What follows belongs to an exercise in optimizing a design on an open flow for small area and a short achievable clock period; a production flow would make more cautious choices.
Only simulation tests tie the RTL to the original design; equivalence was not proved.
Power is estimated from default activity; no workload was simulated.

$ cat design.v
`timescale 1ns / 1ps
module Full_Adder( A, B, Cin, Sum, Cout);
	input  A, B, Cin;
	output Sum, Cout;	
	wire w;
	assign w = A ^ B;
	assign Sum = w ^ Cin;
	assign Cout = (A & B) | (w & Cin); 
endmodule
`timescale 1ns / 1ps
module Add( A, B, Cin, Sum, Cout);
	input  [15:0]  A, B;
	input  Cin;
	output [15:0] Sum; 
	output Cout;	
	wire[15:0] tSum, tCin;
	Full_Adder zero    (.A(A[0]), .B(B[0]), .Cin(Cin),     .Sum(tSum[0]), .Cout(tCin[1]));
	Full_Adder first   (.A(A[1]), .B(B[1]), .Cin(tCin[1]), .Sum(tSum[1]), .Cout(tCin[2]));
	Full_Adder second  (.A(A[2]), .B(B[2]), .Cin(tCin[2]), .Sum(tSum[2]), .Cout(tCin[3]));
	Full_Adder third   (.A(A[3]), .B(B[3]), .Cin(tCin[3]), .Sum(tSum[3]), .Cout(tCin[4]));
	Full_Adder fourth  (.A(A[4]), .B(B[4]), .Cin(tCin[4]), .Sum(tSum[4]), .Cout(tCin[5]));
	Full_Adder fifth   (.A(A[5]), .B(B[5]), .Cin(tCin[5]), .Sum(tSum[5]), .Cout(tCin[6]));
	Full_Adder sixth   (.A(A[6]), .B(B[6]), .Cin(tCin[6]), .Sum(tSum[6]), .Cout(tCin[7]));
	Full_Adder seventh (.A(A[7]), .B(B[7]), .Cin(tCin[7]), .Sum(tSum[7]), .Cout(tCin[8]));
	Full_Adder eighth     	(.A(A[8]),  .B(B[8]),  .Cin(tCin[8]),  .Sum(tSum[8]),  .Cout(tCin[9]));
	Full_Adder ninth   	 	(.A(A[9]),  .B(B[9]),  .Cin(tCin[9]),  .Sum(tSum[9]),  .Cout(tCin[10]));
	Full_Adder tenth  	 	(.A(A[10]), .B(B[10]), .Cin(tCin[10]), .Sum(tSum[10]), .Cout(tCin[11]));
	Full_Adder eleventh   	(.A(A[11]), .B(B[11]), .Cin(tCin[11]), .Sum(tSum[11]), .Cout(tCin[12]));
	Full_Adder twelveth   	(.A(A[12]), .B(B[12]), .Cin(tCin[12]), .Sum(tSum[12]), .Cout(tCin[13]));
	Full_Adder thirteenth 	(.A(A[13]), .B(B[13]), .Cin(tCin[13]), .Sum(tSum[13]), .Cout(tCin[14]));
	Full_Adder fourthteenth (.A(A[14]), .B(B[14]), .Cin(tCin[14]), .Sum(tSum[14]), .Cout(tCin[15]));
	Full_Adder fifthteenth  (.A(A[15]), .B(B[15]), .Cin(tCin[15]), .Sum(tSum[15]), .Cout(Cout));
	assign Sum = tSum;
endmodule
`timescale 1ns / 1ps
module two_comp(input [15:0] X, input neg, output reg[15:0] Y);
	always@*
		begin
			if(neg)
				Y <= ~X;
			else
				Y <= X;
		end
endmodule
`timescale 1ns / 1ps
module Add2Com( A, B, Cin, neg, Sum, Cout);
	input  [15:0]  A, B;
	input  Cin;
	input neg;
	output [15:0] Sum; 
	output Cout;	
	wire [15:0] B2C;
	wire	temp;
	two_comp one1( .X(B), .neg(neg),.Y(B2C));	
	Add Add1( .A(A), .B(B2C), .Cin(neg), .Sum(Sum), .Cout(temp));
	assign Cout = temp;
endmodule
`timescale 1ns / 1ps
module AND(input [15:0] X, input [15:0] Y, output [15:0] Z);
	assign Z = X & Y;
endmodule
`timescale 1ns / 1ps
module OR(input [15:0] X, input [15:0] Y, output [15:0] Z);
	assign Z = X | Y;
endmodule
`timescale 1ns / 1ps
module comparator( input X, input Y, output lt, output eq, output gt);	
	and and1(lt, ~X, Y);
	and and2(gt, X, ~Y);
	nor nor1(eq, lt, gt);
endmodule
`timescale 1ns / 1ps
module comparator16bit( input [15:0] X, input [15:0] Y, output lt, output eq, output gt);	
	wire [15:0] ltw,eqw,gtw;
	comparator com0(  .X(X[0]),  .Y(Y[0]),  .lt(ltw[0]),  .eq(eqw[0]),  .gt(gtw[0]));
	comparator com1(  .X(X[1]),  .Y(Y[1]),  .lt(ltw[1]),  .eq(eqw[1]),  .gt(gtw[1]));
	comparator com2(  .X(X[2]),  .Y(Y[2]),  .lt(ltw[2]),  .eq(eqw[2]),  .gt(gtw[2]));	
	comparator com3(  .X(X[3]),  .Y(Y[3]),  .lt(ltw[3]),  .eq(eqw[3]),  .gt(gtw[3]));
	comparator com4(  .X(X[4]),  .Y(Y[4]),  .lt(ltw[4]),  .eq(eqw[4]),  .gt(gtw[4]));
	comparator com5(  .X(X[5]),  .Y(Y[5]),  .lt(ltw[5]),  .eq(eqw[5]),  .gt(gtw[5]));
	comparator com6(  .X(X[6]),  .Y(Y[6]),  .lt(ltw[6]),  .eq(eqw[6]),  .gt(gtw[6]));
	comparator com7(  .X(X[7]),  .Y(Y[7]),  .lt(ltw[7]),  .eq(eqw[7]),  .gt(gtw[7]));
	comparator com8(  .X(X[8]),  .Y(Y[8]),  .lt(ltw[8]),  .eq(eqw[8]),  .gt(gtw[8]));
	comparator com9(  .X(X[9]),  .Y(Y[9]),  .lt(ltw[9]),  .eq(eqw[9]),  .gt(gtw[9]));
	comparator com10( .X(X[10]), .Y(Y[10]), .lt(ltw[10]), .eq(eqw[10]), .gt(gtw[10]));
	comparator com11( .X(X[11]), .Y(Y[11]), .lt(ltw[11]), .eq(eqw[11]), .gt(gtw[11]));
	comparator com12( .X(X[12]), .Y(Y[12]), .lt(ltw[12]), .eq(eqw[12]), .gt(gtw[12]));
	comparator com13( .X(X[13]), .Y(Y[13]), .lt(ltw[13]), .eq(eqw[13]), .gt(gtw[13]));
	comparator com14( .X(X[14]), .Y(Y[14]), .lt(ltw[14]), .eq(eqw[14]), .gt(gtw[14]));
	comparator com15( .X(X[15]), .Y(Y[15]), .lt(ltw[15]), .eq(eqw[15]), .gt(gtw[15]));
	assign eq = eqw[0] & eqw[1] & eqw[2]&eqw[3]&eqw[4]&eqw[5]&eqw[6]&eqw[7]&eqw[8]&eqw[9]&eqw[10]&eqw[11]&eqw[12]&eqw[13]&eqw[14]&eqw[15];
	assign lt = (ltw[15]) | (ltw[14] & eqw[15]) | (ltw[13] & eqw[14] & eqw[15]) | (ltw[12] & eqw[13]& eqw[14]& eqw[15])  | (ltw[11] & eqw[12]& eqw[13]& eqw[14]& eqw[15]) | (ltw[10] &  eqw[11]& eqw[12]& eqw[13]& eqw[14]&eqw[15]) | (ltw[9] & eqw[10]& eqw[11]& eqw[12]& eqw[13]& eqw[14]& eqw[15]) | (ltw[8] & eqw[9]& eqw[10]& eqw[11]& eqw[12]& eqw[13]& eqw[14]& eqw[15]) | (ltw[7]& eqw[8]& eqw[9]& eqw[10]& eqw[11]& eqw[12]& eqw[13]& eqw[14]& eqw[15]) | (ltw[6]& eqw[7]& eqw[8]& eqw[9]& eqw[10]& eqw[11]& eqw[12]& eqw[13]& eqw[14]& eqw[15]) | (ltw[5] & eqw[6]& eqw[7]& eqw[8]& eqw[9]& eqw[10]& eqw[11]& eqw[12]& eqw[13]& eqw[14]& eqw[15]) | (ltw[4] & eqw[5]& eqw[6]& eqw[7]& eqw[8]& eqw[9]& eqw[10]& eqw[11]& eqw[12]& eqw[13]& eqw[14]& eqw[15]) | (ltw[3] & eqw[4]& eqw[5]& eqw[6]& eqw[7]& eqw[8]& eqw[9]& eqw[10]& eqw[11]& eqw[12]& eqw[13]& eqw[14]& eqw[15]) | (ltw[2] &eqw[3]& eqw[4]& eqw[5]& eqw[6]& eqw[7]& eqw[8]& eqw[9]& eqw[10]& eqw[11]& eqw[12]& eqw[13]& eqw[14]& eqw[15]) | (ltw[1] & eqw[2]& eqw[3]& eqw[4]& eqw[5]& eqw[6]& eqw[7]& eqw[8]& eqw[9]& eqw[10]& eqw[11]& eqw[12]& eqw[13]& eqw[14]& eqw[15]) | (ltw[0] & eqw[1] & eqw[2]& eqw[3]& eqw[4]& eqw[5]& eqw[6]& eqw[7]& eqw[8]& eqw[9]& eqw[10]& eqw[11]& eqw[12]& eqw[13]& eqw[14]& eqw[15]);
	assign gt = (gtw[15]) | (gtw[14] & eqw[15]) | (gtw[13] & eqw[14] & eqw[15]) | (gtw[12] & eqw[13]& eqw[14]& eqw[15])  | (gtw[11] & eqw[12]& eqw[13]& eqw[14]& eqw[15]) | (gtw[10] & eqw[11]& eqw[12]& eqw[13]& eqw[14]& eqw[15]) | (gtw[9] & eqw[10]& eqw[11]& eqw[12]& eqw[13]& eqw[14]& eqw[15]) | (gtw[8] & eqw[9]& eqw[10]& eqw[11]& eqw[12]& eqw[13]& eqw[14]& eqw[15]) | (gtw[7]& eqw[8]& eqw[9]& eqw[10]& eqw[11]& eqw[12]& eqw[13]& eqw[14]& eqw[15]) | (gtw[6]& eqw[7]& eqw[8]& eqw[9]& eqw[10]& eqw[11]& eqw[12]& eqw[13]& eqw[14]& eqw[15]) | (gtw[5] & eqw[6]& eqw[7]& eqw[8]& eqw[9]& eqw[10]& eqw[11]& eqw[12]& eqw[13]& eqw[14]& eqw[15]) | (gtw[4] & eqw[5]& eqw[6]& eqw[7]& eqw[8]& eqw[9]& eqw[10]& eqw[11]& eqw[12]& eqw[13]& eqw[14]& eqw[15]) | (gtw[3] & eqw[4]& eqw[5]& eqw[6]& eqw[7]& eqw[8]& eqw[9]& eqw[10]& eqw[11]& eqw[12]& eqw[13]& eqw[14]& eqw[15]) | (gtw[2] & eqw[3]& eqw[4]& eqw[5]& eqw[6]& eqw[7]& eqw[8]& eqw[9]& eqw[10]& eqw[11]& eqw[12]& eqw[13]& eqw[14]& eqw[15]) | (gtw[1] & eqw[2]& eqw[3]& eqw[4]& eqw[5]& eqw[6]& eqw[7]& eqw[8]& eqw[9]& eqw[10]& eqw[11]& eqw[12]& eqw[13]& eqw[14]& eqw[15]) | (gtw[0] & eqw[1] & eqw[2]& eqw[3]& eqw[4]& eqw[5]& eqw[6]& eqw[7]& eqw[8]& eqw[9]& eqw[10]& eqw[11]& eqw[12]& eqw[13]& eqw[14]& eqw[15]);
endmodule
`timescale 1ns / 1ps
module MUX(input select, input[1:0] in, output out);
	wire [1:0] d;
	not not1(nselect, select);
	and and1(d[0], select, in[0]);
	and and2(d[1], nselect, in[1]);
	or or1(out,d[0], d[1]);
endmodule
`timescale 1ns / 1ps
module MUX_16bit(input select, input[15:0] X, input[15:0] Y, output[15:0] Z);
	MUX MUX0 (.select(select), .in({X[0], Y[0]}),  .out(Z[0]));
	MUX MUX1 (.select(select), .in({X[1], Y[1]}),  .out(Z[1]));
	MUX MUX2 (.select(select), .in({X[2], Y[2]}),  .out(Z[2]));
	MUX MUX3 (.select(select), .in({X[3], Y[3]}),  .out(Z[3]));
	MUX MUX4 (.select(select), .in({X[4], Y[4]}),  .out(Z[4]));
	MUX MUX5 (.select(select), .in({X[5], Y[5]}),  .out(Z[5]));
	MUX MUX6 (.select(select), .in({X[6], Y[6]}),  .out(Z[6]));
	MUX MUX7 (.select(select), .in({X[7], Y[7]}),  .out(Z[7]));
	MUX MUX8 (.select(select), .in({X[8], Y[8]}),  .out(Z[8]));
	MUX MUX9 (.select(select), .in({X[9], Y[9]}),  .out(Z[9]));
	MUX MUX10(.select(select), .in({X[10],Y[10]}), .out(Z[10]));
	MUX MUX11(.select(select), .in({X[11],Y[11]}), .out(Z[11]));
	MUX MUX12(.select(select), .in({X[12],Y[12]}), .out(Z[12]));
	MUX MUX13(.select(select), .in({X[13],Y[13]}), .out(Z[13]));
	MUX MUX14(.select(select), .in({X[14],Y[14]}), .out(Z[14]));
	MUX MUX15(.select(select), .in({X[15],Y[15]}), .out(Z[15]));
endmodule
`timescale 1ns / 1ps
module mux16x16x1(select, A,B,C,D,E,F,G,H,I,J,K,L,M,N,O,P, Z);
	input [3:0] select;
	input [15:0] A,B,C,D,E,F,G,H,I,J,K,L,M,N,O,P;
	output [15:0] Z;
	wire [15:0] w1,w2,w3,w4,w5,w6,w7,w8,w9,w10,w11,w12,w13,w14;
	MUX_16bit MUX1(.select(select[0]), .X(A), .Y(B), .Z(w1));
	MUX_16bit MUX2(.select(select[0]), .X(C), .Y(D), .Z(w2));
	MUX_16bit MUX3(.select(select[0]), .X(E), .Y(F), .Z(w3));
	MUX_16bit MUX4(.select(select[0]), .X(G), .Y(H), .Z(w4));
	MUX_16bit MUX5(.select(select[0]), .X(I), .Y(J), .Z(w5));
	MUX_16bit MUX6(.select(select[0]), .X(K), .Y(L), .Z(w6));
	MUX_16bit MUX7(.select(select[0]), .X(M), .Y(N), .Z(w7));
	MUX_16bit MUX8(.select(select[0]), .X(O), .Y(P), .Z(w8));
	MUX_16bit MUX9 (.select(select[1]), .X(w1), .Y(w2), .Z(w9));
	MUX_16bit MUX10(.select(select[1]), .X(w3), .Y(w4), .Z(w10));
	MUX_16bit MUX11(.select(select[1]), .X(w5), .Y(w6), .Z(w11));
	MUX_16bit MUX12(.select(select[1]), .X(w7), .Y(w8), .Z(w12));
	MUX_16bit MUX13(.select(select[2]), .X(w9), .Y(w10), .Z(w13));
	MUX_16bit MUX14(.select(select[2]), .X(w11), .Y(w12), .Z(w14));
	MUX_16bit MUX15(.select(select[3]), .X(w13), .Y(w14), .Z(Z));
endmodule
`timescale 1ns / 1ps
module dff( clk, data, reset, q );
	input clk, data, reset;
	output reg q;
	always@(posedge clk)
	begin
		q <= data;
		if(reset)
			q <= 0;
	end
endmodule
`timescale 1ns / 1ps
module register16bit( clk, reset, D, select, Q);
	input clk, reset, select;
	input  [15:0] D;
	output [15:0] Q;
	wire 	 [15:0] Z;
	MUX_16bit MUX1( .select(select), .X(Q), .Y(D), .Z(Z) );
	dff d0 ( .clk(clk), .reset(reset), .data(Z[0]),  .q(Q[0]) );
	dff d1 ( .clk(clk), .reset(reset), .data(Z[1]),  .q(Q[1]) );
	dff d2 ( .clk(clk), .reset(reset), .data(Z[2]),  .q(Q[2]) );
	dff d3 ( .clk(clk), .reset(reset), .data(Z[3]),  .q(Q[3]) );
	dff d4 ( .clk(clk), .reset(reset), .data(Z[4]),  .q(Q[4]) );
	dff d5 ( .clk(clk), .reset(reset), .data(Z[5]),  .q(Q[5]) );
	dff d6 ( .clk(clk), .reset(reset), .data(Z[6]),  .q(Q[6]) );
	dff d7 ( .clk(clk), .reset(reset), .data(Z[7]),  .q(Q[7]) );
	dff d8 ( .clk(clk), .reset(reset), .data(Z[8]),  .q(Q[8]) );	
	dff d9 ( .clk(clk), .reset(reset), .data(Z[9]),  .q(Q[9]) );
	dff d10( .clk(clk), .reset(reset), .data(Z[10]), .q(Q[10]) );	
	dff d11( .clk(clk), .reset(reset), .data(Z[11]), .q(Q[11]) );	
	dff d12( .clk(clk), .reset(reset), .data(Z[12]), .q(Q[12]) );	
	dff d13( .clk(clk), .reset(reset), .data(Z[13]), .q(Q[13]) );
	dff d14( .clk(clk), .reset(reset), .data(Z[14]), .q(Q[14]) );	
	dff d15( .clk(clk), .reset(reset), .data(Z[15]), .q(Q[15]) );
endmodule
`timescale 1ns / 1ps
module Decoder4t16(
    input E,
    input [3:0] S,
    output [15:0] D
    );
	assign D = (E) ? (1 << S) : 16'b0 ;
endmodule
`timescale 1ns / 1ps
module reg_file( A, B, C, Aaddr, Baddr, Caddr, load, clear, clk, r1, r2, r3 );
	input  load, clk, clear;
	input  [15:0] C;
	input  [3:0] Aaddr, Baddr, Caddr;
	output [15:0] A, B, r1,r2,r3;
	wire [15:0] regOut1,regOut2,regOut3,regOut4,regOut5,regOut6,regOut7,regOut8,regOut9,regOut10,regOut11,regOut12,regOut13,regOut14,regOut15,regOut16;
	wire [15:0] slt;
	Decoder4t16 dec(.E(load), .S(Caddr), .D(slt));
	register16bit reg1 ( .clk(clk), .reset(clear), .D(C), .select(slt[0]),  .Q(regOut1 ));
	register16bit reg2 ( .clk(clk), .reset(clear), .D(C), .select(slt[1]),  .Q(regOut2 ));
	register16bit reg3 ( .clk(clk), .reset(clear), .D(C), .select(slt[2]),  .Q(regOut3 ));
	register16bit reg4 ( .clk(clk), .reset(clear), .D(C), .select(slt[3]),  .Q(regOut4 ));
	register16bit reg5 ( .clk(clk), .reset(clear), .D(C), .select(slt[4]),  .Q(regOut5 ));
	register16bit reg6 ( .clk(clk), .reset(clear), .D(C), .select(slt[5]),  .Q(regOut6 ));
	register16bit reg7 ( .clk(clk), .reset(clear), .D(C), .select(slt[6]),  .Q(regOut7 ));
	register16bit reg8 ( .clk(clk), .reset(clear), .D(C), .select(slt[7]),  .Q(regOut8 ));
	register16bit reg9 ( .clk(clk), .reset(clear), .D(C), .select(slt[8]),  .Q(regOut9 ));
	register16bit reg10( .clk(clk), .reset(clear), .D(C), .select(slt[9]),  .Q(regOut10));
	register16bit reg11( .clk(clk), .reset(clear), .D(C), .select(slt[10]), .Q(regOut11));
	register16bit reg12( .clk(clk), .reset(clear), .D(C), .select(slt[11]), .Q(regOut12));
	register16bit reg13( .clk(clk), .reset(clear), .D(C), .select(slt[12]), .Q(regOut13));
	register16bit reg14( .clk(clk), .reset(clear), .D(C), .select(slt[13]), .Q(regOut14));
	register16bit reg15( .clk(clk), .reset(clear), .D(C), .select(slt[14]), .Q(regOut15));
	register16bit reg16( .clk(clk), .reset(clear), .D(C), .select(slt[15]), .Q(regOut16));
	mux16x16x1 muxA(.select(Aaddr), .A(regOut1),.B(regOut2),.C(regOut3),.D(regOut4),.E(regOut5),.F(regOut6),.G(regOut7),.H(regOut8),.I(regOut9),.J(regOut10),.K(regOut11),.L(regOut12),.M(regOut13),.N(regOut14),.O(regOut15),.P(regOut16), .Z(A));
	mux16x16x1 muxB(.select(Baddr), .A(regOut1),.B(regOut2),.C(regOut3),.D(regOut4),.E(regOut5),.F(regOut6),.G(regOut7),.H(regOut8),.I(regOut9),.J(regOut10),.K(regOut11),.L(regOut12),.M(regOut13),.N(regOut14),.O(regOut15),.P(regOut16), .Z(B));
	assign r1 = regOut2;
	assign r2 = regOut3;
	assign r3 = regOut4;
endmodule
`timescale 1ns / 1ps
module ControlUnit(
	input [3:0] controlop,
	output reg [2:0] ALUop,
	output reg jump, regdest, Regwrite, ALUsrc, branch, memread, memwrite, memtoreg
	);
	always @ (controlop)
	begin
	case (controlop)
			0:  
			begin
				ALUop = 2;
				jump = 0;
				regdest = 1;
				Regwrite = 1;
				ALUsrc = 0;
				branch=0;
				memread=0;
				memwrite=0;
				memtoreg=0;
			end
			1:  
			begin
				ALUop=3;
				jump=0;
				regdest=1;
				Regwrite=1;
				ALUsrc=0;
				branch=0;
				memread=0;
				memwrite=0;
				memtoreg=0;
			end
	2:  
			begin
				ALUop=0;
				jump=0;
				regdest=1;
				Regwrite=1;
				ALUsrc=0;
				branch=0;
				memread=0;
				memwrite=0;
				memtoreg=0;
			end
	3:  
			begin
				ALUop=0;
				jump=0;
				regdest=0;
				Regwrite=1;
				ALUsrc=1;
				branch=0;
				memread=0;
				memwrite=0;
				memtoreg=0;
			end
			6:  
			begin
				ALUop=1;
				jump=0;
				regdest=1;
				Regwrite=1;
				ALUsrc=0;
				branch=0;
				memread=0;
				memwrite=0;
				memtoreg=0;
			end
			7:  
			begin
				ALUop=4;
				jump=0;
				regdest=1;
				Regwrite=1;
				ALUsrc=0;
				branch=0;
				memread=0;
				memwrite=0;
				memtoreg=0;
			end
			8:  
			begin
				ALUop=0;
				jump=0;
				regdest=0;
				Regwrite=1;
				ALUsrc=1;
				branch=0;
				memread=1;
				memwrite=0;
				memtoreg=1;
			end
			10:  
			begin
				ALUop=0;
				jump=0;
				regdest=0;
				Regwrite=0;
				ALUsrc=1;
				branch=0;
				memread=0;
				memwrite=1;
				memtoreg=1;
			end
			14:  
			begin
				ALUop=5;
				jump=0;
				regdest=0;
				Regwrite=0;
				ALUsrc=0;
				branch=1;
				memread=0;
				memwrite=0;
				memtoreg=0;
			end
		  15:  
			begin
				ALUop=0;
				jump=1;
				regdest=0;
				Regwrite=0;
				ALUsrc=1;
				branch=0;
				memread=0;
				memwrite=0;
				memtoreg=0;
			end
			default:
			begin
				ALUop=0;
				jump=0;
				regdest=0;
				Regwrite=0;
				ALUsrc=0;
				branch=0;
				memread=0;
				memwrite=0;
				memtoreg=0;
			end
		  endcase
	end
endmodule
`timescale 1ns / 1ps
module alu(clk,X, Y, out, Cin, Cout, lt, eq, gt, V, opcod);
	input  [15:0] X, Y;
	input  [2:0] opcod;
	input  Cin,clk;
	output [15:0] out;
	output Cout, lt, eq, gt, V;
	wire [16:0] add, sub, andL, orL;
	reg [16:0] temp;
	Add2Com add1( .A(X), .B(Y), .Cin(Cin), .neg(1'b0), .Sum(add[15:0]), .Cout(add[16]));
	Add2Com sub1(.A(X), .B(Y), .Cin(1'b1), .neg(1'b1), .Sum(sub[15:0]), .Cout(sub[16]));
	OR or1(.X(X), .Y(Y), .Z(orL));
	AND and1(.X(X), .Y(Y), .Z(andL));
	comparator16bit com1( .X(X), .Y(Y), .lt(lt), .eq(eq), .gt(gt));	
	always @(*)
	begin
		case(opcod)
			0: temp = add;
			1: temp = sub;
			2: temp = andL;
			3: temp = orL;
			4: begin
				if(lt)
					temp = 1;
				else 
					temp = 0;
				end
			5: temp = 0;
			default: temp = 8;
		endcase
	end
	assign out  = temp[15:0];
	assign Cout = temp[16];
endmodule
`timescale 1ns / 1ps
module Data_Memory( clk, clear, MemWrite, MemRead, Address, WriteData, ReadData );
	input  clk, clear, MemWrite, MemRead;
	input  [15:0] WriteData;
	input  [15:0] Address;
	output reg[15:0] ReadData;
	reg[15:0]d_mm[0:15];
	always@(posedge clk)
	begin
		if(clear) begin
			d_mm[0]  <= 16'h0001;
			d_mm[1]  <= 16'h0004;
			d_mm[2]  <= 16'h0006;
			d_mm[3]  <= 16'h0004;
			d_mm[4]  <= 16'h0005;
			d_mm[5]  <= 16'h0006;
			d_mm[6]  <= 16'h0001;
			d_mm[7]  <= 16'h0001;
			d_mm[8]  <= 16'h0001;
			d_mm[9]  <= 16'h0001;
			d_mm[10] <= 16'h0001;
			d_mm[11] <= 16'h0001;
			d_mm[12] <= 16'h0001;
			d_mm[13] <= 16'h0001;
			d_mm[14] <= 16'h0001;
			d_mm[15] <= 16'h0001;
		end
		else if(MemWrite)
			d_mm[Address[3:0]] <= WriteData;
	end
	always@(*)
		ReadData = d_mm[Address[3:0]];
endmodule
`timescale 1ns / 1ps
module aoi222(input a0, a1, b0, b1, c0, c1, output y);
	assign y = ~((a0 & a1) | (b0 & b1) | (c0 & c1));
endmodule
module nand2m(input a, b, output y);
	assign y = ~(a & b);
endmodule
module nand3m(input a, b, c, output y);
	assign y = ~(a & b & c);
endmodule
module nand4m(input a, b, c, d, output y);
	assign y = ~(a & b & c & d);
endmodule
module nor2m(input a, b, output y);
	assign y = ~(a | b);
endmodule
module or2m(input a, b, output y);
	assign y = a | b;
endmodule
module xor2m(input a, b, output y);
	assign y = a ^ b;
endmodule
module nand2bm(input an, b, output y);
	assign y = an | ~b;
endmodule
module nor2bm(input a, bn, output y);
	assign y = ~a & bn;
endmodule
module oai21m(input a1, a2, b1, output y);
	assign y = ~((a1 | a2) & b1);
endmodule
module aoi21m(input a1, a2, b1, output y);
	assign y = ~((a1 & a2) | b1);
endmodule
module mux2im(input a0, a1, s, output y);
	assign y = ~(s ? a1 : a0);
endmodule
module mux16t(input [15:0] d, input [15:0] s, output [5:0] t);
	aoi222 u0(d[0],  s[0],  d[1],  s[1],  d[2],  s[2],  t[0]);
	aoi222 u1(d[3],  s[3],  d[4],  s[4],  d[5],  s[5],  t[1]);
	aoi222 u2(d[6],  s[6],  d[7],  s[7],  d[8],  s[8],  t[2]);
	aoi222 u3(d[9],  s[9],  d[10], s[10], d[11], s[11], t[3]);
	aoi222 u4(d[12], s[12], d[13], s[13], d[14], s[14], t[4]);
	nand2m u5(d[15], s[15], t[5]);
endmodule
module mux16oh(input [15:0] d, input [15:0] s, output yn);
	wire [5:0] t;
	wire x0, x1;
	mux16t m(.d(d), .s(s), .t(t));
	nand3m v0(t[0], t[1], t[2], x0);
	nand3m v1(t[3], t[4], t[5], x1);
	nor2m  w0(x0, x1, yn);
endmodule
module mux16ohx(input [15:0] d, input [15:0] s, input xn, output yn);
	wire [5:0] t;
	wire x0, x1;
	mux16t m(.d(d), .s(s), .t(t));
	nand3m v0(t[0], t[1], t[2], x0);
	nand4m v1(t[3], t[4], t[5], xn, x1);
	nor2m  w0(x0, x1, yn);
endmodule
module mux16wb(input [15:0] d, input [15:0] s, input alun, output y);
	wire [5:0] t;
	wire x0, x1;
	mux16t m(.d(d), .s(s), .t(t));
	nand3m v0(t[0], t[1], t[2], x0);
	nand4m v1(t[3], t[4], t[5], alun, x1);
	or2m   w0(x0, x1, y);
endmodule
module MIPS(
	input clk, clear,
	input [15:0] instr,
	output reg [3:0] PC,
	output [15:0] R1, R2, R3
	);
	wire [3:0] op  = instr[15:12];
	wire [3:0] rs  = instr[11:8];
	wire [3:0] rt  = instr[7:4];
	wire [3:0] rd  = instr[3:0];
	wire [3:0] imm = instr[3:0];
	wire nc = ~clear;
	wire is_and  = (op == 4'd0);
	wire is_or   = (op == 4'd1);
	wire is_add  = (op == 4'd2);
	wire is_addi = (op == 4'd3);
	wire is_sub  = (op == 4'd6);
	wire is_slt  = (op == 4'd7);
	wire is_lw   = (op == 4'd8);
	wire is_sw   = (op == 4'd10);
	wire is_bne  = (op == 4'd14);
	wire is_j    = (op == 4'd15);
	wire rwe = is_and | is_or | is_add | is_addi | is_sub | is_slt | is_lw;
	wire [3:0] waddr = (is_addi | is_lw) ? rt : rd;
	wire sub = op[2];    
	wire [15:0] r [0:15];    
	wire [15:0] m [0:15];    
	wire [15:0] sA, sB, mhit, sM, An, Bn, A, Bx, wd, alun;
	genvar i, b;
	generate
		for (i = 0; i < 16; i = i + 1) begin : dec
			assign sA[i] = (rs == i);
			assign sB[i] = (rt == i);
			wire [3:0] tgt = i - imm;
			assign mhit[i] = (A[3:0] == tgt);
			assign sM[i] = mhit[i] & is_lw & nc;
		end
		for (b = 0; b < 16; b = b + 1) begin : rp
			wire [15:0] rc, mc;
			for (i = 0; i < 16; i = i + 1) begin : w_
				assign rc[i] = r[i][b];
				assign mc[i] = m[i][b];
			end
			mux16oh pa(.d(rc), .s(sA), .yn(An[b]));
			mux16oh pb(.d(rc), .s(sB), .yn(Bn[b]));
			mux16wb pm(.d(mc), .s(sM), .alun(alun[b]), .y(wd[b]));
		end
	endgenerate
	assign A  = ~An;
	assign Bx = ~Bn;    
	wire [15:0] e0, e1;    
	generate
		for (b = 0; b < 16; b = b + 1) begin : ye
			if (b < 4) begin : lo
				assign e0[b] = is_addi ? ~imm[b] : sub;
				assign e1[b] = is_addi ? ~imm[b] : ~sub;
			end else begin : hi
				assign e0[b] = is_addi | sub;
				assign e1[b] = is_addi | ~sub;
			end
		end
	endgenerate
	wire [15:0] Yn, p, g0, t0;
	wire [15:0] g1n, t1n, g2, t2, g3n, t3n, g4;
	generate
		for (b = 0; b < 16; b = b + 1) begin : l0
			mux2im uy(~e0[b], ~e1[b], Bn[b], Yn[b]);    
			xor2m  up(An[b], Yn[b], p[b]);              
			if (b == 0) begin : c0
				assign g0[0] = (~An[0] & ~Yn[0]) | ((~An[0] | ~Yn[0]) & sub);
				assign t0[0] = 1'b0;
			end else begin : cn
				nor2m  ug(An[b], Yn[b], g0[b]);     
				nand2m ut(An[b], Yn[b], t0[b]);     
			end
		end
		for (b = 0; b < 16; b = b + 1) begin : l1
			if (b >= 1) begin : c
				aoi21m ug(t0[b], g0[b-1], g0[b], g1n[b]);
				if (b >= 2) begin : t
					nand2m ut(t0[b], t0[b-1], t1n[b]);
				end else begin : tz
					assign t1n[b] = 1'b1;
				end
			end else begin : p_
				assign g1n[b] = ~g0[b];
				assign t1n[b] = 1'b1;
			end
		end
		for (b = 0; b < 16; b = b + 1) begin : l2
			if (b >= 2) begin : c
				oai21m ug(t1n[b], g1n[b-2], g1n[b], g2[b]);
				if (b >= 4) begin : t
					nor2m ut(t1n[b], t1n[b-2], t2[b]);
				end else begin : tz
					assign t2[b] = 1'b0;
				end
			end else begin : p_
				assign g2[b] = ~g1n[b];
				assign t2[b] = 1'b0;
			end
		end
		for (b = 0; b < 16; b = b + 1) begin : l3
			if (b >= 4) begin : c
				aoi21m ug(t2[b], g2[b-4], g2[b], g3n[b]);
				if (b >= 8) begin : t
					nand2m ut(t2[b], t2[b-4], t3n[b]);
				end else begin : tz
					assign t3n[b] = 1'b1;
				end
			end else begin : p_
				assign g3n[b] = ~g2[b];
				assign t3n[b] = 1'b1;
			end
		end
		for (b = 0; b < 16; b = b + 1) begin : l4
			if (b >= 8) begin : c
				oai21m ug(t3n[b], g3n[b-8], g3n[b], g4[b]);
			end else begin : p_
				assign g4[b] = ~g3n[b];
			end
		end
	endgenerate
	wire [15:0] c = {g4[14:0], sub};
	wire lt = ~g4[15];    
	wire sel_as  = (is_add | is_addi | is_sub) & nc;
	wire sel_and = is_and & nc;
	wire sel_or  = is_or & nc;
	wire sel_slt = is_slt & nc;
	wire [15:0] lg = ({16{sel_and}} & (A & Bx)) | ({16{sel_or}} & (A | Bx));
	wire [15:0] xv = ({16{sel_as}} &  p) | lg;    
	wire [15:0] yv = ({16{sel_as}} & ~p) | lg;    
	wire alun0;
	generate
		for (b = 0; b < 16; b = b + 1) begin : fin
			if (b == 0) begin : b0
				mux2im um(xv[b], yv[b], c[b], alun0);
			end else begin : bn
				mux2im um(xv[b], yv[b], c[b], alun[b]);
			end
		end
	endgenerate
	assign alun[0] = alun0 & ~(sel_slt & lt);
	wire [15:0] dz = Bx & {16{nc}};
	wire [15:0] d1 = Bx | {16{clear}};
	function [15:0] dinit(input integer w);
		case (w)
			0: dinit = 16'h0001;
			1: dinit = 16'h0004;
			2: dinit = 16'h0006;
			3: dinit = 16'h0004;
			4: dinit = 16'h0005;
			5: dinit = 16'h0006;
			default: dinit = 16'h0001;
		endcase
	endfunction
	generate
		for (i = 0; i < 16; i = i + 1) begin : g
			reg [15:0] rr;
			reg [15:0] mm;
			always @(posedge clk)
				if (clear || (rwe && waddr == i))
					rr <= wd;
			always @(posedge clk)
				if (clear || (is_sw && mhit[i]))
					mm <= (dinit(i) & d1) | (~dinit(i) & dz);
			assign r[i] = rr;
			assign m[i] = mm;
		end
	endgenerate
	wire taken = is_j | (is_bne & (An != Bn));
	always @(posedge clk) begin
		if (clear)
			PC <= 4'd0;
		else if (taken)
			PC <= instr[3:0];
		else
			PC <= PC + 4'd1;
	end
	assign R1 = r[1];
	assign R2 = r[2];
	assign R3 = r[3];
endmodule
$ cat run.sh
#!/bin/bash
# synth_recipe.tcl (not shown) runs the flow's synth.tcl, then flattens the netlist and writes it again
# the make line also repeats each setting of config.mk as NAME=value (left out here)
make -C /OpenROAD-flow-scripts/flow DESIGN_CONFIG=/design/flow/config.mk WORK_HOME=/design/flow/orfs CLKGATE_MAP_FILE= SYNTH_SCRIPT=/design/flow/synth_recipe.tcl finish
$ cat config.mk
export PLATFORM = sky130hd
export DESIGN_NAME = MIPS
export DESIGN_NICKNAME = MIPS
export VERILOG_FILES = /design/flow/design.v
export SDC_FILE = /design/flow/constraint.sdc
export NUM_CORES = 4
export LEC_CHECK = 0
export CAP_MARGIN = 20
export CORE_MARGIN = 2
export CORE_UTILIZATION = 65
export CTS_BUF_LIST = sky130_fd_sc_hd__clkbuf_4
export SETUP_SLACK_MARGIN = 4.5
export SLEW_MARGIN = 20
export SYNTH_HIERARCHICAL = 1
export SYNTH_MINIMUM_KEEP_SIZE = 0
$ cat constraint.sdc
create_clock -name core_clock -period 9.0 [get_ports {clk}]
set_input_delay 1.8000 -clock core_clock [delete_from_list [all_inputs] [get_ports {clk}]]
set_output_delay 1.8000 -clock core_clock [all_outputs]
set_load 0.01 [all_outputs]
==> qor.yml, run 1 <==
cts.path.max_buffers: 3
dp_slack_ns: 2.16
power.density_cell_area_nw_per_um2: 216
ant_nets: 0
status: "complete, no violations"
critical_path_class: "in -> reg"
die_h_um: 190
cp.arrival_ns: 5.49
port_buffers: 69
fin_skew_ns: 0.0655
crit_slowest_cell: "a222oi_1"
yosysTopAreaCell: "edfxtp_1"
drv_cap: 0
synthAdderAreaFrac_pct: 2.23
grt_pass1_wl_mm: 112
start_util_pct: 65.5
globalplace.congestion: 0.962
ys_types: 48
clock_sinks: 516
grt_pass1_vias: 17569
synth-xor-area-share_pct: 1.78
ff2ff_setup_slack_ns: 4.98
whs_ns: 0.625
drc: 0
wl_per_cell_um: 32.8
root_buffer: "clkbuf_4"
fin_crit_ns: 4.92
ys_seq_area_share_pct: 68.8
synth_compound_area_share_pct: 15.0
io_pins: 70
cts_tree: "yes"
fin_setup_tns_ns: 0
hold_path_class: "reg -> reg"
drive_above_1_share_pct: 31.2
p_leak_nw: 10.6
grt-ovfl-total: 0
crit_fanout: 8
coreArea_um2: 34300
worstSetupStartpointType: "input pin"
setup_viol: 0
synth.area.top_cells: "edfxtp_1 (68%), a222oi_1 (11%), nand2_1 (2.4%)"
synth_top_area_share_pct: 68.5
path_cells: "buf_12 > nand2b_4 > nor2_4 > a222oi_1 > nand3_1 > nor2_4 > buf_12 > xnor2_4 > xnor2_2 > nand2_2 > nor2_4 > buf_12 > a222oi_1 > nand4_1 > buf_6 > or2_4"
syn_inst: 1525
timing_hold_violations_final: 0
die_w_um: 190
synth_area_um2: 22500
layout_common_cells: "edfxtp_1 (512), a222oi_1 (240), clkbuf_4 (179)"
place_hpwl_mm: 46.0
critPathCaptureType: "flip-flop"
grt_max_degree: 63
drt-total-wl_mm: 79.9
postLayoutSetupSlackWorst_ns: 4.08
synth.net_count: 1583
dr.first_iter.drc_count: 3613
num_rows: 68
rsz0062_at_grt: "true"
syn_to_final_growth_pct: 26.5
power_mw: 6.13
synth-main-ff-cell: "edfxtp_1"
final_nets: 1943
critPathRequiredTime_ns: 9.58
ys_warn_count: 7
fillers: 1751
viasPerCell: 7.53
yosys_register_bits: 516
fmax_mhz: 203
synth-simple-area-share_pct: 8.88
clk_pin_slew_ns: 0.06
clk_latency_ns: 0.89
cts_made_buffers: 119
finalCritPeriodShare_pct: 54.6
vias: 18324
grt_usage_pct: 43.1
slew_headroom_pct: 23.2
muxShareOfSynthArea_pct: 2.00
max_stage_delay_ns: 0.68
worst_slew_pin_slew_ns: 1.15
final_common_cell: "edfxtp_1"
syn_avg_cell_area_um2: 14.7
ir_drop_uv: 182
die_area_um2: 36000
synth_top_family_by_area: "compound AO/OA/AOI/OAI gates"
synth_edf_count: 512
postSynth.asyncResetShare_pct: 0
drt_pass1_iterations: 14
htreeDepth: 3
slew_violations: 0
antenna_found_initial: 5
-- final cells by class --
cell class | count | area (um2) | share of cell area (%)
Inverter | 46 | 176 | 0.621
Tap cell | 455 | 569 | 2.00
Clock inverter | 31 | 175 | 0.617
Clock buffer | 179 | 1340 | 4.73
Sequential cell | 516 | 15500 | 54.4
Timing Repair Buffer | 260 | 2620 | 9.22
Antenna cell | 5 | 12.5 | 0.0440
Multi-Input combinational cell | 942 | 8060 | 28.4
-- path summary, 6_finish.rpt --
check	startpoint	endpoint	depth (start not counted)
worst max-delay path	instr[11]	g[9].rr[0]	16
worst max register to register	g[2].rr[3]	g[9].rr[0]	12
worst min register to register	PC[0]	PC[0]	2
worst min-delay path	PC[0]	PC[0]	2
-- Yosys cell counts, types with 3 or more instances --
master      n
a21o_1      5
a21oi_1     4
a21oi_2    28
a222oi_1  240
a31o_1     13
a31o_2      4
buf_1       3
buf_2       4
clkbuf_1   19
dfxtp_1     4
edfxtp_1  512
ha_1       40
inv_1      46
mux2_2      3
mux2i_1    40
nand2_1   143
nand2b_1   21
nand3_1    85
nand4_1    20
nor2_1    123
nor2b_1     3
nor3_1     18
nor4_1      5
o211ai_1   16
o21ai_1    22
o21bai_1   12
o221ai_1   16
or2_1      16
xnor2_1    19
xor2_1     21
-- modules after synthesis (local to each module, per instance), a selection --
module  cell area (um2)  flip-flops and latches  copies in the design
or2m               6.26                       0                    16
aoi222             10.0                       0                   240
aoi21m             8.76                       0                    27
nand2m             3.75                       0                    85
xor2m              8.76                       0                    16
MIPS              18100                     516                     1
mux2im             10.0                       0                    32
oai21m             5.00                       0                    22
-- per-stage QoR --
step | utilization, % | instance area, um2 | cells
after detailed placement | 70.8 | 24300 | 2032
after floorplan | - | 23100 | 1525
after global placement | 70.7 | 24200 | 2031
final | 82.8 | 28400 | 2434
after global routing | 82.8 | 28400 | 2431
after CTS | 81.2 | 27800 | 2393
-- logic make-up (layout without fill, tap and decap cells) --
kind of cell	after synthesis	after routing
flops	516	516
simple gates	443	448
compound gates	367	367
buf+inv	72	516
mux	44	44
xor+xnor	43	43
fa+ha+maj	40	40
other cells	0	5
-- layer usage --
layer  GRT usage (%)  up-vias  routed length, um
met2            66.8     1869              36600
met3            12.8      484              11600
met4            25.8        0               6160
li1                -     7314                  -
met5               0        -                  0
met1            54.1     8657              25500
-- critical path, delay by kind of cell --
kind            cells  cell delay (ns)
simple gates        8             1.56
compound gates      2             1.21
buf+inv             4             0.58
xor+xnor            2             0.32
-- sequential cells by signal (all words and copies together) (netlist names) --
signal and cells:
PC 4, g.mm 256, g.rr 256
-- report_power, final --
part           switching, mW  internal [mW]  total (mW)  leakage [nW]
Clock                  0.901          0.958        1.86         0.912
Sequential             0.148           2.98        3.13          5.29
Combinational          0.723          0.417        1.14          4.42
Total                   1.77           4.35        6.13          10.6
-- timing repair --
item | 4_1_cts | 5_1_grt
endpoints found under the setup margin | 555 | 307
hold buffers | 0 | 0
pin swaps | 102 | 53
buffers inserted | 147 | 32
hold endpoints to repair | 0 | 0
resized for setup | 193 | 35
cloned | 4 | 3
==> run 2: changes to the inputs <==
--- a/config.mk
+++ b/config.mk
@@ -10,5 +10,5 @@
 export CORE_UTILIZATION = 65
 export CTS_BUF_LIST = sky130_fd_sc_hd__clkbuf_4
-export SETUP_SLACK_MARGIN = 4.5
+export SETUP_SLACK_MARGIN = 4
 export SLEW_MARGIN = 20
 export SYNTH_HIERARCHICAL = 1
==> run 2 against run 1 <==
Against the previous run:
- die area unchanged
- clock-buffer cell count decreased by 7
- design area decreased by 7.2%
- global-route usage decreased by 5.7 points
- maximum frequency decreased by 2.5%
- first-iteration DRC count decreased by 24%
- largest power group unchanged
- sequential share of layout area increased by 4.2 points
- hold slack got worse by 0.0040 ns
- non-clock buffer count decreased by 124
- critical path depth increased by 1
- still clean on timing, DRC and antenna
- highest routed layer is now met5
- sequential power about the same
==> qor.yml, run 2 <==
reg2reg_depth: 11
port_buffers: 69
coreArea_um2: 34300
grt_pass1_wl_mm: 98.4
yosysMostFrequentCell: "edfxtp_1"
htreeDepth: 3
slew_headroom_pct: 25.8
num_rows: 68
finalCritPeriodShare_pct: 56.0
timing_hold_violations_final: 0
crit_slowest_cell: "or2_4"
r2r-start: "g[2].rr[2]"
fin_crit_ns: 5.04
ant_nets: 0
root_buffer: "clkbuf_4"
syn_inst: 1525
hold_path_class: "reg -> reg"
path_buf_inv: 4
crit_end: "g[3].rr[14]"
fin_setup_tns_ns: 0
synth_area_um2: 22500
dr.first_iter.drc_count: 2734
cts_hold_buf: 0
cts_tree: "yes"
ys_warn_count: 7
final_common_cell: "edfxtp_1"
fin_skew_ns: 0.0394
grt_pass1_vias: 16043
synth-main-ff-cell: "edfxtp_1"
cp.arrival_ns: 5.59
yosysTopAreaCell: "edfxtp_1"
cts_made_buffers: 119
reg_top3: "g.mm (256), g.rr (256), PC (4)"
clk_latency_ns: 0.83
grt-ovfl-total: 0
die_area_um2: 36000
vias: 16686
synth.net_count: 1583
ys_types: 48
critical_path_class: "in -> reg"
drv_cap: 0
antenna_found_initial: 2
layout_common_cells: "edfxtp_1 (512), a222oi_1 (240), clkbuf_4 (172)"
critPathCaptureType: "flip-flop"
io_pins: 70
grt_max_degree: 63
fmax_mhz: 198
power.density_cell_area_nw_per_um2: 221
syn_avg_cell_area_um2: 14.7
reg2reg_to: "g[10].rr[3]"
grt_usage_pct: 37.3
globalplace.congestion: 0.961
wl_per_cell_um: 29.0
slew_violations: 0
die_w_um: 190
worstSetupStartpointType: "input pin"
crit_cells: 17
rsz0062_at_grt: "false"
die_h_um: 190
yosys_register_bits: 516
ir_drop_uv: 201
clock_sinks: 516
place_hpwl_mm: 43.4
cp_top_family: "simple AND/OR/NAND/NOR gates"
final_core_util_pct: 76.9
worst_slew_pin_slew_ns: 1.11
setup_viol: 0
cts.path.max_buffers: 3
crit_start: "instr[7]"
clk_pin_slew_ns: 0.07
status: "complete, no violations"
final_nets: 1814
synth_top_area_share_pct: 68.5
drive_above_1_share_pct: 22.3
postLayoutSetupSlackWorst_ns: 3.96
critPathRequiredTime_ns: 9.54
ys_seq_area_share_pct: 68.8
synth_edf_count: 512
viasPerCell: 7.24
start_util_pct: 65.5
synth.area.top_cells: "edfxtp_1 (68%), a222oi_1 (11%), nand2_1 (2.4%)"
max_stage_delay_ns: 0.36
dp_slack_ns: 2.04
postSynth.asyncResetShare_pct: 0
drt-total-wl_mm: 66.8
ff2ff_setup_slack_ns: 5.28
drc: 0
p_leak_nw: 9.65
path_cells: "clkdlybuf4s15_1 > or2_4 > buf_4 > nor2_4 > buf_4 > a222oi_1 > nand3_1 > nor2_4 > mux2i_1 > nand2_1 > a21oi_2 > inv_1 > a21oi_2 > o21ai_1 > mux2i_1 > nand4_1 > or2_4"
syn_to_final_growth_pct: 17.5
synth_common_cells: "edfxtp_1 (512), a222oi_1 (240), nand2_1 (143)"
crit_fanout: 16
drt_pass1_iterations: 14
[run 2: cell counts after synthesis]
Identical to the previous run, type by type.
[run 2: through the flow]
stage                     hold slack (ns)  power [mW]  cells  area [um2]
after floorplan                     0.600        3.59   1525       22600
after global placement              0.577        3.91   2059       24100
after detailed placement            0.602        3.93   2059       24100
after CTS                           0.616        5.79   2292       26200
after global routing                0.650        6.05   2305       26400
final                               0.621        5.84   2305       26400
[run 2: worst min-delay path by stage]
stage | startpoint | to | slack (ns) | cells after the start
6_report | PC[0] | PC[0] | 0.62 | 2
3_3_place_gp | PC[0] | PC[0] | 0.58 | 2
2_1_floorplan | PC[0] | PC[0] | 0.60 | 2
4_1_cts | PC[0] | PC[0] | 0.62 | 2
5_1_grt | PC[0] | PC[0] | 0.65 | 2
3_5_place_dp | PC[0] | PC[0] | 0.60 | 2
[run 2: final cells by class]
| cell class | instances | area, um2 |
|---|---|---|
| Clock inverter | 42 | 250 |
| Antenna cell | 1 | 2.50 |
| Tap cell | 455 | 569 |
| Inverter | 46 | 176 |
| Sequential cell | 516 | 15500 |
| Fill cell | 2091 | 7910 |
| Clock buffer | 172 | 1290 |
| Multi-Input combinational cell | 937 | 7390 |
| Timing Repair Buffer | 136 | 1230 |
[run 2: modules after synthesis, one instance, submodules excluded, a selection]
module | cell area [um2] | times used | cells inside | flip-flops and latches
nand4m | 6.26 | 16 | 1 | 0
oai21m | 5.00 | 22 | 1 | 0
nand3m | 5.00 | 80 | 1 | 0
xor2m | 8.76 | 16 | 1 | 0
aoi21m | 8.76 | 27 | 1 | 0
mux2im | 10.0 | 32 | 1 | 0
aoi222 | 10.0 | 240 | 1 | 0
MIPS | 18100 | 1 | 932 | 516
[run 2: what timing repair did]
item / in CTS / in global routing
resized for setup: 113 / 41
setup endpoints to repair: 450 / 289
buffers inserted: 19 / 12
pin swaps: 13 / 14
[run 2: worst register-to-register path: stages (launching register included)]
cell      delay, ns
edfxtp_1       0.42
a222oi_1       0.39
nand3_1        0.20
nor2_1         0.21
buf_4          0.26
xnor2_4        0.17
xnor2_2        0.29
nor3_2         0.08
buf_4          0.22
a222oi_1       0.48
nand3_1        0.22
or2_2          0.48
[run 2: layer usage]
layer | up-vias | GRT usage, % | share of wire, %
met3 | 229 | 8.47 | 11
met2 | 1346 | 61.3 | 49
met1 | 8063 | 47.5 | 35
li1 | 7046 | - | -
met5 | - | 0 | 0.022
met4 | 2 | 17.9 | 4.6
[run 2: logic make-up after synthesis]
group	after synthesis	synth area share (%)
muxes	44	2.00
adders and majority gates	40	2.23
DFF	516	68.8
xor gates and xnor gates	43	1.78
and+or+nand+nor	443	8.88
buffers and inverters	72	1.23
AOI/OAI and AO/OA	367	15.0
[run 2: power by group]
part | total (mW) | internal, mW | switching (mW)
Sequential | 3.11 | 2.98 | 0.135
Clock | 1.84 | 0.962 | 0.880
Combinational | 0.880 | 0.284 | 0.597
Total | 5.84 | 4.22 | 1.61
==> run 3: changes to the inputs <==
--- a/config.mk
+++ b/config.mk
@@ -8,7 +8,9 @@
 export CAP_MARGIN = 20
 export CORE_MARGIN = 2
-export CORE_UTILIZATION = 65
-export CTS_BUF_LIST = sky130_fd_sc_hd__clkbuf_4
-export SETUP_SLACK_MARGIN = 4
+export CORE_UTILIZATION = 55
+export CTS_BUF_LIST = sky130_fd_sc_hd__clkbuf_8
+export CTS_CLUSTER_DIAMETER = 50
+export CTS_CLUSTER_SIZE = 16
+export SETUP_SLACK_MARGIN = 4.4
 export SLEW_MARGIN = 20
 export SYNTH_HIERARCHICAL = 1
==> run 3 against run 2 <==
Against the previous run:
- sequential power about the same
- global-route usage up 0.065 points
- clock-buffer cell count down 125
- register-to-register slack worse by 0.06 ns
- design area up 8.1%
- hold slack worse by 0.014 ns
- via count up 3.5%
- cell count up 4.6%
- first-iteration DRC count up 18%
- non-clock buffer count up 155
- core utilization down 6.6 points
- critical endpoint is now g[11].rr[2]
==> qor.yml, run 3 <==
grt_pass1_wl_mm: 112
globalplace.congestion: 0.915
drt_pass1_iterations: 10
dr.first_iter.drc_count: 3223
start_util_pct: 55.4
power.internal_mw: 3.99
ys_seq_area_share_pct: 68.8
cts_tree: "yes"
syn_to_final_growth_pct: 27.0
root_buffer: "clkbuf_8"
grt_max_degree: 63
ys_warn_count: 7
use_met1_pct: 47.1
rsz0062_at_grt: "true"
slew_headroom_pct: 22.6
status: "complete, no violations"
htreeDepth: 2
multi_input_area_um2: 8340
power.density_cell_area_nw_per_um2: 200
ant_nets: 0
crit_fanout: 8
p_leak_nw: 10.4
grt-ovfl-total: 0
vias: 17273
final_nets: 1909
yosysTopAreaCell: "edfxtp_1"
cp.arrival_ns: 5.27
clk_pin_slew_ns: 0.09
timing_hold_violations_final: 0
grt_usage_pct: 37.4
setup_viol: 0
drv_cap: 0
cts_made_buffers: 46
synth_common_cells: "edfxtp_1 (512), a222oi_1 (240), nand2_1 (143)"
port_buffers: 69
fin_crit_ns: 4.88
fmax_mhz: 205
coreArea_um2: 40600
synth_edf_count: 512
critPathCaptureType: "flip-flop"
synth-main-ff-cell: "edfxtp_1"
power_frac_comb_pct: 21.1
antenna_found_initial: 5
swShare_pct: 29.9
wl_per_cell_um: 33.4
die_w_um: 206
syn_avg_cell_area_um2: 14.7
power_mw: 5.70
io_pins: 70
grt_use_met2_pct: 59.6
yosysMostFrequentCell: "edfxtp_1"
worstSetupStartpointType: "input pin"
grt_util_met3_pct: 9.59
place_hpwl_mm: 47.3
layout_common_cells: "edfxtp_1 (512), a222oi_1 (240), buf_4 (152)"
die_h_um: 206
drc: 0
hold_path_class: "reg -> reg"
synth.area.top_cells: "edfxtp_1 (68%), a222oi_1 (11%), nand2_1 (2.4%)"
grt.busiest_layer: "met2"
num_rows: 74
finalCritPeriodShare_pct: 54.2
postSynth.asyncResetShare_pct: 0
power.switching_mw: 1.70
viasPerCell: 7.16
cts_hold_buf: 0
synth_area_um2: 22500
synth_top_area_share_pct: 68.5
slew_violations: 0
reg_top3: "g.mm (256), g.rr (256), PC (4)"
final_common_cell: "edfxtp_1"
worst_slew_pin_slew_ns: 1.16
ir_drop_uv: 159
drt-total-wl_mm: 80.6
critPathRequiredTime_ns: 9.39
critical_path_class: "in -> reg"
ys_types: 48
fin_setup_tns_ns: 0
clk_latency_ns: 0.67
fin_skew_ns: 0.0310
drive_above_1_share_pct: 30.3
clock_sinks: 516
cts.path.max_buffers: 3
pwr-share-seq_pct: 54.5
fillers: 2679
yosys_register_bits: 516
clockPowerShare_pct: 24.5
seq_area_um2: 15500
grt_pass1_vias: 16401
syn_inst: 1525
synth.net_count: 1583
die_area_um2: 42500
-- run 3: cell count changes in the layout (fill, tap and decap cells not counted), moves of 10 or more --
cell / before / now
clkbuf_4: 172 / 0
buf_4: 61 / 152
clkbuf_8: 0 / 47
nor2_1: 80 / 44
buf_6: 0 / 34
clkinv_1: 32 / 3
buf_12: 6 / 34
nor2_2: 8 / 32
nor2_4: 35 / 55
nand2_1: 138 / 127
nand2_2: 2 / 12
-- run 3: critical path, cell delays in order --
cell	delay (ns)
buf_12	0.09
nand2b_4	0.15
nor3_4	0.05
buf_12	0.13
buf_8	0.12
a222oi_1	0.32
nand3_1	0.24
nor2_4	0.16
buf_12	0.14
xor2_4	0.30
buf_12	0.17
xnor2_4	0.13
nor3_4	0.08
buf_12	0.15
a222oi_1	0.61
nand3_2	0.15
buf_6	0.17
or2_4	0.29
-- run 3: cell type report --
cell class,instances,share of cell area [%]
repair buffers,291,10.4
diodes,3,0.0263
clock inverters,26,0.864
multi-input cells,950,29.2
inverters,46,0.619
flip-flops and latches,516,54.2
well taps,532,2.33
clock buffers,47,2.27
-- run 3: path summary, 6_finish.rpt --
kind / slack (ns) / end / cells after the start / from
worst min register to register: 0.61 / PC[0] / 2 / PC[0]
worst max-delay path: 4.12 / g[11].rr[2] / 18 / instr[10]
worst max register to register: 5.22 / g[11].rr[2] / 13 / g[3].rr[3]
worst min-delay path: 0.61 / PC[0] / 2 / PC[0]
-- run 3: cell families after synthesis --
family,synth area share (%)
adders and majority gates,2.23
DFF,68.8
muxes,2.00
AOI/OAI and AO/OA,15.0
buffers and inverters,1.23
xor gates and xnor gates,1.78
and+or+nand+nor,8.88
-- run 3: what timing repair did --
item / 4_1_cts / 5_1_grt
buffers inserted: 164 / 41
resized for setup: 236 / 62
setup endpoints to repair: 644 / 328
pin swaps: 120 / 43
cloned: 11 / 4
-- run 3: power groups by stage --
stage	Sequential, mW	Clock [mW]	Combinational, mW
floorplan	3.11	0	0.518
CTS	3.10	1.40	1.07
finish	3.10	1.39	1.20
global route	3.12	1.48	1.26
detailed placement	3.15	0	0.840
global placement	3.14	0	0.828
-- run 3: routing by layer --
layer  up-vias  part of all wire, %
li1       7152                    -
met3       265                   12
met1      8629                   35
met5         -                0.016
met4         2                  6.4
met2      1225                   47
-- run 3: stage by stage --
stage	util, %	instance area, um2	cells	setup WS, ns	hold WS (ns)
floorplan	-	23000	1525	4.23	0.600
global placement	60.1	24400	2112	2.22	0.583
detailed placement	60.2	24400	2114	2.21	0.591
CTS	68.4	27700	2362	4.29	0.614
global route	70.3	28500	2408	4.08	0.651
finish	70.3	28500	2411	4.12	0.607
-- run 3: modules after synthesis, one instance, submodules excluded, excerpt --
module	cell area (um2)	flops+latches
aoi21m	8.76	0
nand4m	6.26	0
mux2im	10.0	0
nor2m	3.75	0
nand3m	5.00	0
or2m	6.26	0
xor2m	8.76	0
nand2m	3.75	0
oai21m	5.00	0
MIPS	18100	516
aoi222	10.0	0
==> run 4: changes to the inputs <==
==> flow/run.sh (new file) <==
#!/bin/bash
# Layout flow: the standard ORFS flow (standard.sh, unchanged synthesis),
# with the port buffers made from sky130_fd_sc_hd__buf_1 (resized later where timing needs it) instead of the
# buffer ORFS picks by default (a delay cell). Every input and output port
# still gets its own buffer. The whole make output goes to standard_flow.log.
set -euo pipefail
bash standard.sh "BUFFER_PORTS_ARGS=-buffer_cell sky130_fd_sc_hd__buf_1" finish > standard_flow.log 2>&1
==> standard.sh (new file) <==
#!/bin/bash
# synth_recipe.tcl (not shown) runs the flow's synth.tcl, then flattens the netlist and writes it again
# the make line also repeats each setting of config.mk as NAME=value (left out here)
make -C /OpenROAD-flow-scripts/flow DESIGN_CONFIG=/design/flow/config.mk WORK_HOME=/design/flow/orfs CLKGATE_MAP_FILE= SYNTH_SCRIPT=/design/flow/synth_recipe.tcl "${@:-finish}"
--- a/config.mk
+++ b/config.mk
@@ -8,9 +8,9 @@
 export CAP_MARGIN = 20
 export CORE_MARGIN = 2
-export CORE_UTILIZATION = 55
+export CORE_UTILIZATION = 65
 export CTS_BUF_LIST = sky130_fd_sc_hd__clkbuf_8
 export CTS_CLUSTER_DIAMETER = 50
 export CTS_CLUSTER_SIZE = 16
-export SETUP_SLACK_MARGIN = 4.4
+export SETUP_SLACK_MARGIN = 4
 export SLEW_MARGIN = 20
 export SYNTH_HIERARCHICAL = 1
removed: run.sh
==> run 4 against run 3 <==
Against the previous run:
- sequential share of layout area increased by 5.9 points
- via count shrank 6.7%
- design area fell by 9.8%
- register-to-register slack about the same
- first-iteration DRC count fell by 9.0%
- non-clock buffer count fell by 135
==> qor.yml, run 4 <==
status: "complete, no violations"
cts.path.max_buffers: 3
fin_setup_tns_ns: 0
drt-total-wl_mm: 66.4
ir_drop_uv: 219
htreeDepth: 2
yosys_register_bits: 516
ant_nets: 0
whs_ns: 0.612
cts_made_buffers: 44
yosysMostFrequentCell: "edfxtp_1"
vias: 16113
synth_common_cells: "edfxtp_1 (512), a222oi_1 (240), nand2_1 (143)"
grt_usage_pct: 36.4
die_area_um2: 36000
critPathCaptureType: "flip-flop"
yosysTopAreaCell: "edfxtp_1"
timing_hold_violations_final: 0
synth_top_area_share_pct: 68.5
fillers: 2165
fin_crit_ns: 5.03
synth.area.top_cells: "edfxtp_1 (68%), a222oi_1 (11%), nand2_1 (2.4%)"
num_rows: 68
synth-main-ff-cell: "edfxtp_1"
fin_skew_ns: 0.0363
drive_above_1_share_pct: 19.1
p_leak_nw: 9.25
layout_common_cells: "edfxtp_1 (512), a222oi_1 (240), nand2_1 (139)"
grt_max_degree: 63
ys_seq_area_share_pct: 68.8
start_util_pct: 65.5
die_w_um: 190
die_h_um: 190
synth.net_count: 1583
cts_hold_buf: 0
port_buffers: 69
worst_slew_pin_slew_ns: 1.11
drc: 0
slew_headroom_pct: 25.7
root_buffer: "clkbuf_8"
finalCritPeriodShare_pct: 55.9
io_pins: 70
drv_cap: 0
syn_inst: 1525
worstSetupStartpointType: "input pin"
syn_to_final_growth_pct: 14.5
clk_latency_ns: 0.62
wl_per_cell_um: 30.4
postSynth.asyncResetShare_pct: 0
power_mw: 5.42
clock_sinks: 516
reg_top3: "g.mm (256), g.rr (256), PC (4)"
dr.first_iter.drc_count: 2934
cp.arrival_ns: 5.39
critPathRequiredTime_ns: 9.36
grt-ovfl-total: 0
placed_area_um2: 23600
rsz0062_at_grt: "true"
clk_pin_slew_ns: 0.09
slew_violations: 0
globalplace.congestion: 1.03
ys_warn_count: 7
coreArea_um2: 34300
fmax_mhz: 199
synth_edf_count: 512
place_hpwl_mm: 43.7
ys_types: 48
final_core_util_pct: 75.0
critical_path_class: "in -> reg"
viasPerCell: 7.39
drt_pass1_iterations: 14
synth_area_um2: 22500
setup_viol: 0
fin_area_um2: 25700
antenna_cells: 0
cts_tree: "yes"
grt_pass1_wl_mm: 95.6
syn_avg_cell_area_um2: 14.7
final_common_cell: "edfxtp_1"
crit_fanout: 16
power.density_cell_area_nw_per_um2: 211
hold_path_class: "reg -> reg"
antenna_found_initial: 0
final_nets: 1760
grt_pass1_vias: 15329
## run 4: cell count changes in the layout (fill, tap and decap cells not counted), moves of 9 or more
cell / delta
nor2_2: -19
mux2i_4: -9
buf_1: +60
nand2_2: -9
nor2_4: -18
nor2_1: +29
buf_12: -26
buf_4: -76
nor3_4: -9
clkdlybuf4s50_1: -57
nand2_1: +12
mux2i_1: +9
buf_6: -29
## run 4: modules after synthesis (local to each module, per instance), a selection
module,copies in the design,flip-flops and latches
MIPS,1,516
aoi222,240,0
mux2im,32,0
nand2m,85,0
nand3m,80,0
nor2m,59,0
oai21m,22,0
xor2m,16,0
## run 4: area by class of cell
type	instances	area (um2)	share of cell area, %
clock buffers	45	619	2.41
clock inverters	25	319	1.24
inverters	46	173	0.671
multi-input cells	938	7520	29.3
flip-flops and latches	516	15500	60.1
well taps	455	569	2.21
repair buffers	156	1060	4.11
## run 4: path summary, 6_finish.rpt
path | from | end | slack [ns] | depth (start not counted)
min reg2reg | PC[0] | PC[0] | 0.61 | 2
max reg2reg | g[3].rr[3] | g[4].rr[11] | 5.23 | 13
min | PC[0] | PC[0] | 0.61 | 2
max | instr[10] | g[4].rr[11] | 3.97 | 17
## run 4: timing repair
| item | in CTS | in global routing |
|---|---|---|
| cloned | 0 | 1 |
| setup buffers | 27 | 24 |
| setup endpoints to repair | 417 | 355 |
| pin swaps | 11 | 25 |
| resized for setup | 109 | 69 |
## run 4: layer usage
metal	track usage (%)	vias up	wire [um]	share of wire, %
met1	46.7	7873	23700	36
met3	9.13	217	7980	12
met5	0	-	0	0
li1	-	6817	-	-
met4	16.2	0	2990	4.5
met2	59.3	1206	31700	48
## run 4: cells by family after synthesis
group	after synthesis	synth area share [%]
flip-flops	516	68.8
AND/OR/NAND/NOR	443	8.88
AO/OA/AOI/OAI	367	15.0
buffers and inverters	72	1.23
multiplexers	44	2.00
XOR/XNOR	43	1.78
adder cells (fa/ha/maj)	40	2.23
## run 4: critical path, cell delays in order
cell	delay (ns)
buf_6	0.13
nand2b_4	0.18
buf_4	0.16
nor2_4	0.44
a222oi_1	0.15
nand3_1	0.18
nor2_4	0.05
buf_12	0.14
xor2_4	0.20
buf_4	0.20
buf_4	0.13
xnor2_1	0.20
nor2_1	0.08
buf_4	0.22
a222oi_1	0.44
nand4_1	0.29
or2_4	0.36
## run 4: per-stage QoR
| stage | cells | setup slack (ns) |
|---|---|---|
| finish | 2181 | 3.97 |
| floorplan | 1525 | 4.01 |
| global route | 2181 | 3.94 |
| global placement | 2059 | 2.49 |
| detailed placement | 2059 | 2.33 |
| CTS | 2156 | 4.02 |
## run 4: report_power, final
group	internal [mW]	switching [mW]	total (mW)	leakage, nW
Combinational	0.273	0.624	0.898	3.48
Sequential	2.97	0.125	3.10	5.29
Clock	0.655	0.769	1.42	0.483
==> run 5: changes to the inputs <==
--- a/config.mk
+++ b/config.mk
@@ -12,6 +12,7 @@
 export CTS_CLUSTER_DIAMETER = 50
 export CTS_CLUSTER_SIZE = 16
-export SETUP_SLACK_MARGIN = 4
+export SETUP_SLACK_MARGIN = 4.2
 export SLEW_MARGIN = 20
 export SYNTH_HIERARCHICAL = 1
 export SYNTH_MINIMUM_KEEP_SIZE = 0
+export TNS_END_PERCENT = 10
==> run 5 against run 4 <==
Against the previous run:
- still clean
- non-clock buffer count up 92
- wire length up 22%
- clock power about the same
- core utilization up 4.5 points
- critical endpoint is now g[10].rr[13]
==> qor.yml, run 5 <==
status: "complete, no violations"
start_util_pct: 65.5
cts.path.max_buffers: 3
ir_drop_uv: 172
critPathCaptureType: "flip-flop"
yosysMostFrequentCell: "edfxtp_1"
vias: 18011
grt_usage_pct: 42.0
globalplace.congestion: 1.01
drc: 0
critical_path_class: "in -> reg"
power.density_cell_area_nw_per_um2: 205
coreArea_um2: 34300
ys_warn_count: 7
htreeDepth: 2
syn_inst: 1525
synth-main-ff-cell: "edfxtp_1"
postSynth.asyncResetShare_pct: 0
critPathRequiredTime_ns: 9.33
setup_viol: 0
clk_pin_slew_ns: 0.10
max_stage_delay_ns: 0.80
power_frac_comb_pct: 19.4
clock_sinks: 516
place_hpwl_mm: 45.4
syn_to_final_growth_pct: 21.4
drive_above_1_share_pct: 26.3
synth_area_um2: 22500
fmax_mhz: 186
io_pins: 70
final_common_cell: "edfxtp_1"
fin_area_um2: 27200
hold_path_class: "reg -> reg"
grt_pass1_vias: 16597
finalCritPeriodShare_pct: 59.9
crit_fanout: 16
syn_avg_cell_area_um2: 14.7
synth.area.top_cells: "edfxtp_1 (68%), a222oi_1 (11%), nand2_1 (2.4%)"
yosysTopAreaCell: "edfxtp_1"
drt-total-wl_mm: 81.2
worst_slew_pin_slew_ns: 1.23
pwr-share-seq_pct: 55.8
placed_area_um2: 23700
root_buffer: "clkbuf_8"
ys_types: 48
p_leak_nw: 9.95
grt_max_degree: 63
worstSetupStartpointType: "input pin"
synth_top_area_share_pct: 68.5
fillers: 1894
die_h_um: 190
drt_pass1_iterations: 16
fin_setup_tns_ns: 0
whs_ns: 0.632
power.switching_mw: 1.67
die_w_um: 190
viasPerCell: 7.90
cts_tree: "yes"
yosys_register_bits: 516
cp.arrival_ns: 5.72
cts_made_buffers: 43
grt_pass1_wl_mm: 107
layout_common_cells: "edfxtp_1 (512), a222oi_1 (240), buf_4 (137)"
drv_cap: 0
crit_slowest_cell: "a222oi_1"
grt-ovfl-total: 0
power.internal_mw: 3.91
slew_violations: 0
wl_per_cell_um: 35.6
port_buffers: 69
synth.net_count: 1583
## run 5: per-stage QoR
| step | util (%) | cells | worst slack, ns |
|---|---|---|---|
| CTS | 76.2 | 2216 | 4.10 |
| finish | 79.5 | 2279 | 3.61 |
| global placement | 69.1 | 2043 | 2.13 |
| floorplan | - | 1525 | 4.17 |
| global route | 79.4 | 2274 | 3.67 |
| detailed placement | 69.1 | 2043 | 1.87 |
## run 5: power by group through the flow
stage	Combinational (mW)	Sequential [mW]	Clock (mW)
2_1_floorplan	0.493	3.11	0
3_3_place_gp	0.764	3.14	0
3_5_place_dp	0.781	3.15	0
4_1_cts	0.899	3.10	1.37
5_1_grt	1.12	3.13	1.45
6_report	1.08	3.12	1.39
## run 5: kinds of logic after synthesis
family / Yosys count / share of synthesized area, %
flops: 516 / 68.8
simple gates: 443 / 8.88
compound gates: 367 / 15.0
buf+inv: 72 / 1.23
mux: 44 / 2.00
xor+xnor: 43 / 1.78
fa+ha+maj: 40 / 2.23
## run 5: area by class of cell
type,instances,area (um2),share of cell area (%)
Clock buffer,44,606,2.22
Timing Repair Buffer,248,2110,7.75
Inverter,46,176,0.647
Antenna cell,5,12.5,0.0459
Clock inverter,24,253,0.927
Multi-Input combinational cell,941,8070,29.6
Sequential cell,516,15500,56.7
Tap cell,455,569,2.09
## run 5: critical path, delay by kind of cell
kind	cells	cell delay, ns
buffers and inverters	2	0.32
AOI/OAI and AO/OA	5	1.33
and+or+nand+nor	7	1.75
muxes	2	0.49
## run 5: modules after synthesis (local to each module, per instance), a selection
module | area [um2] | copies in the design | flops+latches
mux2im | 10.0 | 32 | 0
MIPS | 18100 | 1 | 516
nor2m | 3.75 | 59 | 0
nand2m | 3.75 | 85 | 0
aoi21m | 8.76 | 27 | 0
xor2m | 8.76 | 16 | 0
oai21m | 5.00 | 22 | 0
aoi222 | 10.0 | 240 | 0
nand4m | 6.26 | 16 | 0
nand3m | 5.00 | 80 | 0
or2m | 6.26 | 16 | 0
## run 5: worst paths after layout
kind                                   from      endpoint  cells after the start
worst min register to register        PC[0]         PC[0]                      2
worst max-delay path               instr[4]  g[10].rr[13]                     16
worst max register to register  g[6].rr[12]  g[10].rr[13]                     12
worst min-delay path                  PC[0]         PC[0]                      2
## run 5: repair_timing
| item | CTS | global route |
|---|---|---|
| resized for setup | 131 | 123 |
| pin swaps | 58 | 69 |
| gates cloned | 1 | 4 |
| hold buffers | 0 | 0 |
| endpoints found under the setup margin | 516 | 276 |
| endpoints found under the hold margin | 0 | 0 |
| setup buffers | 104 | 53 |
## run 5: per-layer routing
layer	track usage (%)	routed length (um)	up-vias
li1	-	-	7020
met1	52.6	25400	8655
met2	64.7	36500	1860
met3	12.7	12800	472
met4	26.0	6480	4
met5	0	26	-

Check on run 5: ideal ports give 3.613 ns setup slack; a clkbuf_16 on the clock port and buf_2 on the inputs give 3.583 ns; moving port delays by the midpoint clock arrival (0.691 ns) as well gives 2.892 ns.
